This design comes from an exercise in tuning for small area on the open sky130 flow, not from production work.
In this exercise RTL edits were held to simulation tests only and were not proved equivalent to the original.
Power is estimated from default activity; no workload was simulated. No driver is modelled on the clock port, so clocking that relies on it looks cheaper here than on a real chip.

Design mac_addr, start of the top module:
module mac_addr#(
    parameter OLD_TIME = 16'd1500,
    parameter AW = 4, 
    parameter TABLE_END = 10'd1 << AW 
)
(
    input wire sys_clk,
    input wire sys_rst_n,
    input wire mac_addr_en,
    input wire [47:0] D_mac,
    input wire [47:0] S_mac,
    input wire [2:0] S_port_num,
    output wire [2:0] D_port_num,
    output wire D_port_num_en,
    output wire flooding
);
localparam [3:0] IDLE = 4'd0, HASH = 4'd1, S1 = 4'd2, S2 = 4'd3, S3 = 4'd4,
                 FLOOD = 4'd5, W1 = 4'd6, W2 = 4'd7, W3 = 4'd8, W4 = 4'd9;
reg [3:0] st;
reg [3:0] st_nx;
reg       vsnap;         
reg       skip_q;        
wire bcast = &D_mac;
always @(*) begin
    case (st)
        IDLE:    st_nx = mac_addr_en ? (bcast ? FLOOD : HASH) : IDLE;
        S3:      st_nx = vsnap ? W1 : FLOOD;
        W4:      st_nx = IDLE;
        default: st_nx = st + 4'd1;
    endcase
end
always @(posedge sys_clk or negedge sys_rst_n) begin
    if (!sys_rst_n)
        st <= IDLE;
    else
        st <= st_nx;
end
assign flooding      = (st == FLOOD);
assign D_port_num_en = (st == S3) && vsnap;
  ...
Settings: LEC_CHECK=0, CAP_MARGIN=20, CORE_MARGIN=2, CORE_UTILIZATION=50, CTS_BUF_LIST=sky130_fd_sc_hd__clkbuf_16, CTS_CLUSTER_DIAMETER=100, CTS_CLUSTER_SIZE=30, SLEW_MARGIN=20; clock period 10.0 ns.
run.sh (not shown) runs the stock make flow with config.mk's settings and CLKGATE_MAP_FILE= SYNTH_SCRIPT=/design/flow/synth_recipe.tcl, a recipe that flattens the netlist after the stock synthesis.
Change:
--- a/flow/config.mk
+++ b/flow/config.mk
@@ -11,3 +11,3 @@
-export CTS_BUF_LIST = sky130_fd_sc_hd__clkbuf_16
-export CTS_CLUSTER_DIAMETER = 100
-export CTS_CLUSTER_SIZE = 30
+export CTS_BUF_LIST = sky130_fd_sc_hd__clkbuf_8
+export CTS_CLUSTER_DIAMETER = 60
+export CTS_CLUSTER_SIZE = 20
Outcome:
- clock skew came out higher by 0.014 ns
- design area came out higher by 0.37%
- fmax came out lower by 0.49%
- setup slack degrades by 0.047 ns
- hold slack degrades by 0.0092 ns
- power came out higher by 0.63%
- wire length came out higher by 1.6%
- sequential power hardly moves
- area after synthesis stays the same
Change:
--- a/flow/config.mk
+++ b/flow/config.mk
@@ -10,4 +10 @@
-export CORE_UTILIZATION = 50
-export CTS_BUF_LIST = sky130_fd_sc_hd__clkbuf_8
-export CTS_CLUSTER_DIAMETER = 60
-export CTS_CLUSTER_SIZE = 20
+export CORE_UTILIZATION = 35
=> Sequential power is about the same. Worst hold slack hardly moves. Cell area is higher by 8.8%. Setup slack gets better by 0.14 ns. First-iteration DRC count rises by 5.5%. Die area climbs by 42%. Non-clock buffer count goes up by 6. Critical path depth decreases by 1. Maximum frequency climbs by 1.5%.
Change:
==> flow/flow/run.sh (new file) <==
#!/bin/bash
# The standard layout (standard.sh: the standard flow's synthesis and ORFS flow) with two
# changes: the port buffers are the smallest buffer (buf_1), and clock tree
# synthesis uses larger sink clusters and no dummy loads.
set -e
export BUFFER_PORTS_ARGS="-buffer_cell sky130_fd_sc_hd__buf_1"
export CTS_ARGS="-sink_clustering_enable -repair_clock_nets -sink_clustering_size 30 -sink_clustering_max_diameter 100 -buf_list sky130_fd_sc_hd__clkbuf_16 -dont_use_dummy_load"
bash standard.sh > standard.log 2>&1
==> flow/standard.sh (new file) <==
#!/bin/bash
# synth_recipe.tcl (not shown) runs the flow's synth.tcl, then flattens the netlist and writes it again
# the make line also repeats each setting of config.mk as NAME=value (left out here)
make -C /OpenROAD-flow-scripts/flow DESIGN_CONFIG=/design/flow/config.mk WORK_HOME=/design/flow/orfs CLKGATE_MAP_FILE= SYNTH_SCRIPT=/design/flow/synth_recipe.tcl "${@:-finish}"
--- a/flow/config.mk
+++ b/flow/config.mk
@@ -10 +10 @@
-export CORE_UTILIZATION = 35
+export CORE_UTILIZATION = 50
removed: flow/run.sh
- worst hold slack gets worse by 0.019 ns
- routed wire length goes down by 5.2%
- synthesized area stays the same
- global-route usage increases by 4.8 points
- cell count shrinks by 14%
- core utilization rose by 12 points
- combinational power came out lower by about 3%
- clock skew rises by 0.041 ns
- final area goes down by 11%
- via count came out lower by about 4.7%

mac_addr, a different RTL version from the one above (not shown whole).
Size in the first run: roughly 1800 cells after synthesis, ~820 flip-flops, ~110 I/O pins.
export LEC_CHECK = 0
export CAP_MARGIN = 20
export CORE_MARGIN = 2
export CORE_UTILIZATION = 50
export SLEW_MARGIN = 20
create_clock -name core_clock -period 10.0 [get_ports {sys_clk}]
standard.sh (not shown) runs the stock make flow with config.mk's settings and CLKGATE_MAP_FILE= SYNTH_SCRIPT=/design/flow/synth_recipe.tcl, a recipe that flattens the netlist after the stock synthesis.
==> flow/flow/run.sh <==
#!/bin/bash
# The standard layout (standard.sh: the standard flow's synthesis and ORFS flow) with two
# changes: the port buffers are the smallest buffer (buf_1), and clock tree
# synthesis uses larger sink clusters and no dummy loads.
set -e
export BUFFER_PORTS_ARGS="-buffer_cell sky130_fd_sc_hd__buf_1"
export CTS_ARGS="-sink_clustering_enable -repair_clock_nets -sink_clustering_size 36 -sink_clustering_max_diameter 100 -buf_list sky130_fd_sc_hd__clkbuf_16 -dont_use_dummy_load"
bash standard.sh > standard.log 2>&1
Edit:
==> flow/flow/run.sh (replaced) <==
#!/bin/bash
# The standard layout (standard.sh: the standard flow's synthesis and ORFS flow) with two
# changes: the port buffers are the smallest buffer (buf_1), and clock tree
# synthesis uses larger sink clusters and no dummy loads.
set -e
export BUFFER_PORTS_ARGS="-buffer_cell sky130_fd_sc_hd__buf_1"
export CTS_ARGS="-sink_clustering_enable -repair_clock_nets -sink_clustering_size 18 -sink_clustering_max_diameter 80 -buf_list sky130_fd_sc_hd__clkbuf_8 -dont_use_dummy_load"
bash standard.sh > standard.log 2>&1
After rerunning: The new run went through all stages and came out clean; synthesized area is unchanged; routed wire length went up by about 1.3%; die area is unchanged.
Edit:
--- a/flow/flow/run.sh
+++ b/flow/flow/run.sh
@@ -6,3 +6,3 @@
 export BUFFER_PORTS_ARGS="-buffer_cell sky130_fd_sc_hd__buf_1"
-export CTS_ARGS="-sink_clustering_enable -repair_clock_nets -sink_clustering_size 18 -sink_clustering_max_diameter 80 -buf_list sky130_fd_sc_hd__clkbuf_8 -dont_use_dummy_load"
+export CTS_ARGS="-sink_clustering_enable -repair_clock_nets -sink_clustering_size 34 -sink_clustering_max_diameter 130 -buf_list sky130_fd_sc_hd__clkbuf_16 -dont_use_dummy_load"
 bash standard.sh > standard.log 2>&1
Result:
- via count shrinks slightly
- setup slack gets better by 0.012 ns
- critical path depth does not change
- final cell count shrinks slightly
- routed wire length shrinks slightly
- total power grows slightly
- sequential power barely changes
Edit:
==> flow/flow/run.sh (replaced) <==
#!/bin/bash
# The standard layout (standard.sh: the standard flow's synthesis and ORFS flow) with two
# changes: the port buffers are the smallest buffer (buf_1), and clock tree
# synthesis uses larger sink clusters and no dummy loads.
set -e
export BUFFER_PORTS_ARGS="-buffer_cell sky130_fd_sc_hd__buf_1"
export CTS_ARGS="-sink_clustering_enable -repair_clock_nets -sink_clustering_size 30 -sink_clustering_max_diameter 100 -buf_list {sky130_fd_sc_hd__clkbuf_8 sky130_fd_sc_hd__clkbuf_16} -dont_use_dummy_load"
bash standard.sh > standard.log 2>&1
Register-to-register slack barely changes; setup slack gets worse by 0.022 ns; sequential share of layout area shrinks by 0.19 points; wire length increases slightly; final cell count is about the same; worst hold slack is about the same; total power grows slightly; die area does not change; area after synthesis does not change; synthesized cell count stays the same.
Edit:
==> flow/flow/run.sh (replaced) <==
#!/bin/bash
# The standard layout (standard.sh: the standard flow's synthesis and ORFS flow) with two
# changes: the port buffers are the smallest buffer (buf_1), and clock tree
# synthesis uses larger sink clusters and no dummy loads.
set -e
export BUFFER_PORTS_ARGS="-buffer_cell sky130_fd_sc_hd__buf_1"
export CTS_ARGS="-sink_clustering_enable -repair_clock_nets -sink_clustering_size 30 -sink_clustering_max_diameter 100 -buf_list sky130_fd_sc_hd__clkbuf_16 -dont_use_dummy_load"
bash standard.sh > standard.log 2>&1
Settings changed: CORE_UTILIZATION 50 to 70.
After rerunning: The changed run finished clean. First-iteration DRC count rose by about a fifth. Worst setup slack is better by 0.081 ns. Routed wire length hardly moves. Final area fell slightly. Die area fell by a quarter to a third. Clock skew rose by 0.018 ns. Power is about the same. Synthesized cell count is unchanged. Area after synthesis stays the same. Maximum frequency rose slightly. Clock power is about the same.

The RTL this note starts from:
==> flow/design.v <==
module crc_10(
  input  [47:0] data_in,
  output [3:0]  crc_out);
  assign crc_out[0] =   ^(data_in & 48'h46b7d98b821f);
  assign crc_out[1] = ~(^(data_in & 48'hcbd86a9c8621));
  assign crc_out[2] =   ^(data_in & 48'h97b0d5390c42);
  assign crc_out[3] =   ^(data_in & 48'h2f61aa721884);
endmodule
module mac_table_ram (
    input  wire        clk,
    input  wire        rst_n,
    input  wire [3:0]  idx,        
    input  wire [47:0] mac,        
    input  wire [2:0]  port,       
    input  wire        we_nx,      
    input  wire        keep_v,     
    input  wire        flag_we,    
    input  wire        port_cap,   
    output wire        rd_valid,   
    output reg  [2:0]  rd_port,    
    input  wire        age,        
    input  wire [3:0]  age_addr
);
localparam W = 47;   
wire [43:0] key = {mac[47:8], mac[4], mac[2:0]};
wire [3:0]  ext = {mac[7], mac[6], mac[5], mac[3]};
reg  [16*W-1:0] ring;
reg  [3:0]      pos;
reg  [3:0]      ext15;
reg  [15:0]     valid;
reg  [15:0]     seen;
reg  [3:0]      wr;          
reg  [3:0]      hold;        
wire [3:0] slot    = pos - idx;
wire [3:0] slot_nx = slot + 4'd1;
wire [3:0] wr_nx   = {4{we_nx && slot_nx[1:0] == 2'd0}} & (4'd1 << slot_nx[3:2]);
always @(posedge clk or negedge rst_n) begin
    if (!rst_n) begin
        pos  <= 4'd0;
        wr   <= 4'd0;
        hold <= 4'hf;
    end else begin
        pos  <= pos + 4'd1;
        wr   <= wr_nx;
        hold <= ~wr_nx;
    end
end
wire [43:0] cur = ({44{wr[0]}} & ring[ 0*W +: 44]) | ({44{wr[1]}} & ring[ 4*W +: 44]) |
                  ({44{wr[2]}} & ring[ 8*W +: 44]) | ({44{wr[3]}} & ring[12*W +: 44]);
wire match = (cur == key) && (idx != 4'd15 || ext15 == ext);
wire [3:0] wr_port = wr & {4{!(keep_v && match)}};
wire [3:0] hold_port = hold | (wr & {4{keep_v && match}});
integer x;
always @(posedge clk) begin
    for (x = 0; x < 16; x = x + 1) begin
        if (x % 4 == 0) begin
            ring[((x + 1) % 16)*W +: 44] <= ({44{wr[x / 4]}} & key) |
                                            ({44{hold[x / 4]}} & ring[x*W +: 44]);
            ring[((x + 1) % 16)*W + 44 +: 3] <= ({3{wr_port[x / 4]}} & port) |
                                                ({3{hold_port[x / 4]}} & ring[x*W + 44 +: 3]);
        end
        else
            ring[((x + 1) % 16)*W +: W] <= ring[x*W +: W];
    end
    if (|wr && idx == 4'd15)
        ext15 <= ext;
end
reg [2:0] slot_port;
always @(*) begin
    slot_port = 3'd0;
    for (x = 0; x < 16; x = x + 1)
        if (slot == x)
            slot_port = ring[x*W + 44 +: 3];
end
always @(posedge clk)
    if (port_cap)
        rd_port <= slot_port;
wire [15:0] sel  = 16'd1 << idx;
wire [15:0] asel = 16'd1 << age_addr;
always @(posedge clk or negedge rst_n) begin
    if (!rst_n) begin
        valid <= 16'd0;
        seen  <= 16'd0;
    end else begin
        for (x = 0; x < 16; x = x + 1) begin
            if (flag_we && sel[x]) begin
                valid[x] <= 1'b1;
                seen[x]  <= 1'b1;
            end else if (age && asel[x]) begin
                valid[x] <= seen[x];
                seen[x]  <= 1'b0;
            end
        end
    end
end
assign rd_valid = valid[idx];
endmodule
module mac_addr#(
    parameter OLD_TIME = 16'd1500,
    parameter AW = 4, 
    parameter TABLE_END = 10'd1 << AW 
)
(
    input wire sys_clk,
    input wire sys_rst_n,
    input wire mac_addr_en,
    input wire [47:0] D_mac,
    input wire [47:0] S_mac,
    input wire [2:0] S_port_num,
    output wire [2:0] D_port_num,
    output wire D_port_num_en,
    output wire flooding
);
localparam [3:0] IDLE = 4'd0, HASH = 4'd1, S1 = 4'd2, S2 = 4'd3, S3 = 4'd4,
                 FLOOD = 4'd5, W1 = 4'd6, W2 = 4'd7, W3 = 4'd8, W4 = 4'd9;
reg [3:0] st;
reg [3:0] st_nx;
reg       vsnap;         
reg       skip_q;        
wire bcast = &D_mac;
always @(*) begin
    case (st)
        IDLE:    st_nx = mac_addr_en ? (bcast ? FLOOD : HASH) : IDLE;
        S3:      st_nx = vsnap ? W1 : FLOOD;
        W4:      st_nx = IDLE;
        default: st_nx = st + 4'd1;
    endcase
end
always @(posedge sys_clk or negedge sys_rst_n) begin
    if (!sys_rst_n)
        st <= IDLE;
    else
        st <= st_nx;
end
assign flooding      = (st == FLOOD);
assign D_port_num_en = (st == S3) && vsnap;
wire        dphase = (st == HASH) || (st == S1);
wire [3:0]  h;
crc_10 crc_10_inst(
    .data_in (dphase ? D_mac : S_mac),
    .crc_out (h)
);
wire [3:0] idx = (!dphase && bcast) ? 4'd15 : h;
reg  [1:0] sub;
reg  [9:0] grp;
wire [9:0] grp_inc = grp + 10'd1;
always @(posedge sys_clk or negedge sys_rst_n) begin
    if (!sys_rst_n) begin
        sub <= 2'd0;
        grp <= 10'd508;
    end else if (sub == 2'd2) begin
        sub <= 2'd0;
        grp <= (grp == 10'd1023) ? 10'd508 : grp_inc;
    end else
        sub <= sub + 2'd1;
end
wire age = (&grp[9:4]) && (sub == 2'd2);
wire [9:0] grp_inc2 = grp + 10'd2;
wire skip_nx = (sub == 2'd0 && (&grp_inc[9:4]) && grp_inc[3:0] == idx) ||
               (sub == 2'd2 && (&grp_inc2[9:4]) && grp_inc2[3:0] == idx);
wire nx_w1 = (st == S3 && vsnap) || (st == FLOOD);
wire nx_w  = nx_w1 || (st == W1) || (st == W2) || (st == W3);
wire rd_valid;
always @(posedge sys_clk or negedge sys_rst_n) begin
    if (!sys_rst_n) begin
        vsnap  <= 1'b0;
        skip_q <= 1'b0;
    end else begin
        if (st == S1 || st == W1)
            vsnap <= rd_valid;
        if (nx_w1)
            skip_q <= skip_nx;
    end
end
mac_table_ram mac_table_ram_inst (
    .clk      (sys_clk),
    .rst_n    (sys_rst_n),
    .idx      (idx),
    .mac      (S_mac),
    .port     (S_port_num),
    .we_nx    (nx_w && !(nx_w1 ? skip_nx : skip_q)),
    .keep_v   ((st == W1) ? rd_valid : vsnap),
    .flag_we  ((st == W4) && !skip_q),
    .port_cap (st == S1),
    .rd_valid (rd_valid),
    .rd_port  (D_port_num),
    .age      (age),
    .age_addr (grp[3:0])
);
endmodule
export LEC_CHECK = 0
export CAP_MARGIN = 20
export CORE_MARGIN = 2
export CORE_UTILIZATION = 50
export SLEW_MARGIN = 20
create_clock -name core_clock -period 10.0 [get_ports {sys_clk}]
==> flow/flow/run.sh <==
#!/bin/bash
# The standard layout (standard.sh: the standard flow's synthesis and ORFS flow) with two
# changes: the port buffers are the smallest buffer (buf_1), and clock tree
# synthesis uses clkbuf_8 buffers on clusters of up to 18 sinks and no dummy
# loads.
set -e
export BUFFER_PORTS_ARGS="-buffer_cell sky130_fd_sc_hd__buf_1"
export CTS_ARGS="-sink_clustering_enable -repair_clock_nets -sink_clustering_size 18 -sink_clustering_max_diameter 80 -buf_list sky130_fd_sc_hd__clkbuf_8 -dont_use_dummy_load"
bash standard.sh > standard.log 2>&1
The starting point finished with timing, DRC and antenna clean.
Edit:
==> flow/flow/run.sh (replaced) <==
#!/bin/bash
# The standard layout (standard.sh: the standard flow's synthesis and ORFS flow) with two
# changes: the port buffers are the smallest buffer (buf_1), and clock tree
# synthesis uses larger sink clusters and no dummy loads.
set -e
export BUFFER_PORTS_ARGS="-buffer_cell sky130_fd_sc_hd__buf_1"
export CTS_ARGS="-sink_clustering_enable -repair_clock_nets -sink_clustering_size 30 -sink_clustering_max_diameter 100 -buf_list sky130_fd_sc_hd__clkbuf_16 -dont_use_dummy_load"
bash standard.sh > standard.log 2>&1
Flip-flop and latch count is unchanged.
Utilization rises by 0.13 points.
Sequential share of layout area went down by 0.16 points.
Power goes up by 0.77%.
Synthesized area does not change.
First-iteration DRC count went down by 0.44%.
Register-to-register slack degrades by 30 ps.
Die area does not change.
Wire length is lower by 1.7%.

==> re-timing with driven ports <==
How much do the figures lean on ideal ports? The routed layouts below were timed once more, with nothing changed but the port constraints.
Step 1: set_driving_cell puts a clkbuf_16 on sys_clk and a buf_2 on each other input, an assumption about the parent block.
Step 2 moves the port delays by t, midway between the first and last clock arrival at a register: inputs arrive t later, outputs are due t later. That takes back most of the time a late clock gives input paths.
Slacks: ideal / step 1 / step 2; pairs: ideal / step 1.
run | shift t [ns] | slack for setup (ns) | worst register clock-pin slew, ns | cell pins on the clock port's net
the first run of note 1 | 0.669 | 0.344 / 0.317 / 0.317 | 0.11 / 0.11 | 1
the second run of note 1 | 0.721 | 0.297 / 0.270 / 0.270 | 0.12 / 0.12 | 1
the third run of note 1 | 0.667 | 0.440 / 0.394 / 0.394 | 0.06 / 0.06 | 1
the fourth run of note 1 | 0.656 | 0.845 / 0.822 / 0.722 | 0.11 / 0.11 | 1
the first run of note 2 | 0.655 | 3.279 / 3.312 / 2.657 | 0.12 / 0.12 | 1
the second run of note 2 | 0.695 | 3.298 / 3.326 / 2.632 | 0.11 / 0.11 | 1
the third run of note 2 | 0.647 | 3.310 / 3.335 / 2.688 | 0.13 / 0.13 | 1
the fourth run of note 2 | 0.668 | 3.288 / 3.319 / 2.651 | 0.11 / 0.11 | 1
the fifth run of note 2 | 0.652 | 3.369 / 3.402 / 2.750 | 0.11 / 0.11 | 1
the first run of note 3 | 0.695 | 3.643 / 3.669 / 2.974 | 0.12 / 0.12 | 1
the second run of note 3 | 0.664 | 3.651 / 3.671 / 3.007 | 0.11 / 0.11 | 1
After both steps setup and hold are still met in every run listed. For the first run of note 3, which loses most, drivers alone change the setup slack by +0.026 ns; drivers and shift together by -0.669 ns.
